What follows belongs to an exercise in optimizing a design on an open flow for small area, a short achievable clock period and few clock cycles; a production flow would make more cautious choices. RTL that was checked went through simulation tests only; none was proved equivalent to the original. Power is estimated from default activity; no workload was simulated.

==> flow/design.v <==
module control_unit (
    input wire clk,
    input wire reset,
    input wire [7:0] data_in,
    output reg rd,
    output reg wr,
    output wire dsel,
    output reg asel,
    output reg [1:0] mop,
    output reg [3:0] mopd
);
    wire [3:0] op = data_in[7:4];
    wire ld = !dsel && (op[3:2] == 2'b00) && (op[1:0] != 2'b00) ||
              !dsel && (op == 4'h4);
    wire st = !dsel && (op == 4'h5);
    assign dsel = rd || wr;
    always @(posedge clk or posedge reset) begin
        if (reset) begin
            rd   <= 1'b0;
            wr   <= 1'b0;
            asel <= 1'b0;
        end else begin
            rd   <= ld;
            wr   <= st;
            asel <= ld || st;
        end
    end
    always @(posedge clk) begin
        mop  <= data_in[5:4];
        mopd <= data_in[3:0];
    end
endmodule
module datapath (
    input wire clk,
    input wire reset,
    input wire [7:0] data_in,
    input wire rd,
    input wire wr,
    input wire dsel,
    input wire [1:0] mop,
    output reg [7:0] pc,
    output reg [7:0] acc
);
    reg        carry;
    wire [7:0] d   = data_in;
    wire [3:0] op  = data_in[7:4];
    wire [3:0] opd = data_in[3:0];
    wire       fetch = !dsel;
    wire       sub   = (mop == 2'b10);
    wire       zero = (acc == 8'h00);
    reg        cond;
    always @(*) begin
        case (op[1:0])
            2'b00: cond = 1'b0;      
            2'b01: cond = 1'b1;      
            2'b10: cond = zero;      
            default: cond = carry;   
        endcase
    end
    wire       tk   = fetch && (op[3:2] == 2'b10) && cond;    
    wire [7:0] pc_s = dsel ? pc : pc + 8'h01;                  
    wire [7:0] pc_n = tk ? {4'h0, opd} : pc_s;
    always @(posedge clk or posedge reset) begin
        if (reset)
            pc <= 8'h00;
        else
            pc <= pc_n;
    end
    wire [7:0] ax = acc ^ {8{sub}};
    wire [7:0] g0 = ax & d;
    wire [7:0] p0 = ax | d;
    wire [7:0] g1, p1, g2, p2, g3;
    genvar i;
    generate
        for (i = 0; i < 8; i = i + 1) begin : pf
            if (i >= 1) begin : l1
                assign g1[i] = g0[i] | (p0[i] & g0[i-1]);
                assign p1[i] = p0[i] & p0[i-1];
            end else begin : l1z
                assign g1[i] = g0[i];
                assign p1[i] = p0[i];
            end
            if (i >= 2) begin : l2
                assign g2[i] = g1[i] | (p1[i] & g1[i-2]);
                assign p2[i] = p1[i] & p1[i-2];
            end else begin : l2z
                assign g2[i] = g1[i];
                assign p2[i] = p1[i];
            end
            if (i >= 4) begin : l3
                assign g3[i] = g2[i] | (p2[i] & g2[i-4]);
            end else begin : l3z
                assign g3[i] = g2[i];
            end
        end
    endgenerate
    wire [7:0] c = {g3[6:0], 1'b0};              
    wire [7:0] h = acc ^ d;                      
    wire is_ar = rd && (mop[1] ^ mop[0]);        
    wire is_and = rd && (mop == 2'b11);
    wire is_ld  = rd && (mop == 2'b00);
    wire [7:0] k = {8{is_ld}} | ({8{is_and}} & acc);
    wire is_nl = fetch && (op[3:1] == 3'b011);
    wire is_sr = fetch && (op == 4'h8);
    wire [7:0] nl = op[0] ? {acc[6:0], 1'b0} : ~acc;
    wire [7:0] sr = {1'b0, acc[7:1]};
    wire       c_nl = op[0] ? acc[7] : 1'b1;
    wire [7:0] y   = is_nl ? nl : (is_sr ? sr : ((d & k) | (acc & {8{!rd}})));
    wire       y_c = is_nl ? c_nl : (!is_sr && !rd && carry);
    wire [7:0] r1 = is_ar ? ~h : y;
    wire [7:0] r0 = is_ar ?  h : y;
    wire [7:0] acc_n = (c & r1) | (~c & r0);
    wire       c_n   = is_ar ? g3[7] : y_c;
    always @(posedge clk or posedge reset) begin
        if (reset) begin
            acc   <= 8'h00;
            carry <= 1'b0;
        end else begin
            acc   <= acc_n;
            carry <= c_n;
        end
    end
endmodule
module cpu_8bit (
    input wire clk,
    input wire reset,
    input wire [7:0] data_in,
    output wire [7:0] data_out,
    output wire [7:0] address,
    output wire mem_write
);
    wire       rd;         
    wire       wr;         
    wire       dsel;       
    wire       asel;       
    wire [1:0] mop;        
    wire [3:0] mopd;       
    wire [7:0] pc;
    wire [7:0] acc;
    control_unit ctrl (
        .clk(clk),
        .reset(reset),
        .data_in(data_in),
        .rd(rd),
        .wr(wr),
        .dsel(dsel),
        .asel(asel),
        .mop(mop),
        .mopd(mopd)
    );
    datapath dp (
        .clk(clk),
        .reset(reset),
        .data_in(data_in),
        .rd(rd),
        .wr(wr),
        .dsel(dsel),
        .mop(mop),
        .pc(pc),
        .acc(acc)
    );
    assign address   = asel ? {4'h0, mopd} : pc;
    assign data_out  = acc;
    assign mem_write = wr;
endmodule
==> flow/config.mk <==
export PLATFORM = sky130hd
export DESIGN_NAME = cpu_8bit
export DESIGN_NICKNAME = cpu_8bit
export VERILOG_FILES = /design/flow/design.v
export SDC_FILE = /design/flow/constraint.sdc
export NUM_CORES = 4
export LEC_CHECK = 0
export ABC_AREA = 1
export CAP_MARGIN = 20
export CORE_MARGIN = 2
export CORE_UTILIZATION = 40
export SETUP_SLACK_MARGIN = 2.0
export SLEW_MARGIN = 20
==> flow/constraint.sdc <==
create_clock -name core_clock -period 4.0 [get_ports {clk}]
set_input_delay 0.8000 -clock core_clock [delete_from_list [all_inputs] [get_ports {clk}]]
set_output_delay 0.8000 -clock core_clock [all_outputs]
set_load 0.01 [all_outputs]
standard.sh (not shown) runs the stock make flow with config.mk's settings and CLKGATE_MAP_FILE= SYNTH_SCRIPT=/design/flow/synth_recipe.tcl, a recipe that flattens the netlist after the stock synthesis.
==> flow/flow/run.sh <==
#!/bin/bash
# Standard layout, except:
#  - synthesis maps with flow/abc.script and without full/half-adder cells,
#  - the ports get plain buffers,
#  - resizing may change a cell's footprint.
F=$(pwd)/flow
export FLOW_ABC_SCRIPT=$F/abc.script
export BUFFER_PORTS_ARGS="-buffer_cell sky130_fd_sc_hd__buf_2"
bash standard.sh SYNTH_SCRIPT=$F/synth_abc.tcl ADDER_MAP_FILE= MATCH_CELL_FOOTPRINT=0 finish > standard.log 2>&1
==> flow/flow/abc.script <==
strash
dch
map -a
topo
stime -c
buffer -c
upsize -c
dnsize -c
==> flow/flow/synth_abc.tcl <==
# synth_recipe.tcl with one change: abc runs the script in flow/abc.script
# instead of ORFS's abc_area.script. Everything else is the same.
proc synth {args} { yosys synth -nofsm -noshare {*}$args }
proc abc {args} {
  set i [lsearch -exact $args -script]
  if { $i >= 0 } { lset args [expr {$i + 1}] $::env(FLOW_ABC_SCRIPT) }
  yosys abc {*}$args
}
source $::env(SCRIPTS_DIR)/synth.tcl
# left out here: clear keep_hierarchy, flatten, clean up, hide names made inside functions, write 1_2_yosys.v
==> next run, changes <==
--- a/flow/design.v
+++ b/flow/design.v
@@ -2,32 +2,35 @@
     input wire clk,
     input wire reset,
     input wire [7:0] data_in,
     output reg rd,
     output reg wr,
-    output wire dsel,
+    output reg dsel,
     output reg asel,
+    output reg sub,
     output reg [1:0] mop,
     output reg [3:0] mopd
 );
     wire [3:0] op = data_in[7:4];
     wire ld = !dsel && (op[3:2] == 2'b00) && (op[1:0] != 2'b00) ||
               !dsel && (op == 4'h4);
     wire st = !dsel && (op == 4'h5);
-    assign dsel = rd || wr;
     always @(posedge clk or posedge reset) begin
         if (reset) begin
             rd   <= 1'b0;
             wr   <= 1'b0;
+            dsel <= 1'b0;
             asel <= 1'b0;
         end else begin
             rd   <= ld;
             wr   <= st;
-            asel <= ld || st;
+            dsel <= ld || st;
+            asel <= !dsel && (op != 4'h0) && (op[3:1] <= 3'b010);
         end
     end
     always @(posedge clk) begin
+        sub  <= (op == 4'h2);
         mop  <= data_in[5:4];
         mopd <= data_in[3:0];
     end
 endmodule
 module datapath (
@@ -35,20 +38,20 @@
     input wire reset,
     input wire [7:0] data_in,
     input wire rd,
     input wire wr,
     input wire dsel,
+    input wire sub,
     input wire [1:0] mop,
     output reg [7:0] pc,
     output reg [7:0] acc
 );
     reg        carry;
     wire [7:0] d   = data_in;
     wire [3:0] op  = data_in[7:4];
     wire [3:0] opd = data_in[3:0];
     wire       fetch = !dsel;
-    wire       sub   = (mop == 2'b10);
     wire       zero = (acc == 8'h00);
     reg        cond;
     always @(*) begin
         case (op[1:0])
             2'b00: cond = 1'b0;      
@@ -131,10 +134,11 @@
 );
     wire       rd;         
     wire       wr;         
     wire       dsel;       
     wire       asel;       
+    wire       sub;        
     wire [1:0] mop;        
     wire [3:0] mopd;       
     wire [7:0] pc;
     wire [7:0] acc;
     control_unit ctrl (
@@ -143,20 +147,22 @@
         .data_in(data_in),
         .rd(rd),
         .wr(wr),
         .dsel(dsel),
         .asel(asel),
+        .sub(sub),
         .mop(mop),
         .mopd(mopd)
     );
     datapath dp (
         .clk(clk),
         .reset(reset),
         .data_in(data_in),
         .rd(rd),
         .wr(wr),
         .dsel(dsel),
+        .sub(sub),
         .mop(mop),
         .pc(pc),
         .acc(acc)
     );
     assign address   = asel ? {4'h0, mopd} : pc;
After rerunning:
- wire length shrinks by 1.8%
- area after synthesis is higher by about 9%
- flip-flop and latch count rose by 2
- cell count came out higher by about 2.3%
- worst setup slack got worse by 0.0082 ns
- power is higher by 0.76%
Testbench counts after the change, summed over its fixed seeds: cycles 52,861.
For the first run of this note, only the layout was checked, not whether the RTL still works.

[static timing again, ports no longer ideal]
The flow's constraints put no driver on any port. The routed layouts listed below were extracted and timed again, unchanged, in two steps.
Step 1: set_driving_cell puts a clkbuf_16 on clk and a buf_2 on each other input, an assumption about the parent block.
Step 2 times the ports against the registers' clock, not the clock port: input delays grow and output delays shrink by t, the midpoint of the rising clock arrivals with the driver on.
Three values: no drivers, after step 1, after step 2; two values: the first two.
run | shift t [ns] | setup WS [ns] | worst setup path after step 2 | clock arrival spread, ns | slew at the worst register clock pin (ns)
the first run | 0.302 | 2.109 / 2.083 / 1.818 | input to register | 0.007 / 0.007 | 0.10 / 0.10
the second run | 0.310 | 2.101 / 2.072 / 1.863 | input to register | 0.004 / 0.005 | 0.10 / 0.10
After both steps every run listed still meets setup and hold. For the first run, which loses most, drivers alone change the setup slack by -0.026 ns; drivers and shift together by -0.291 ns.
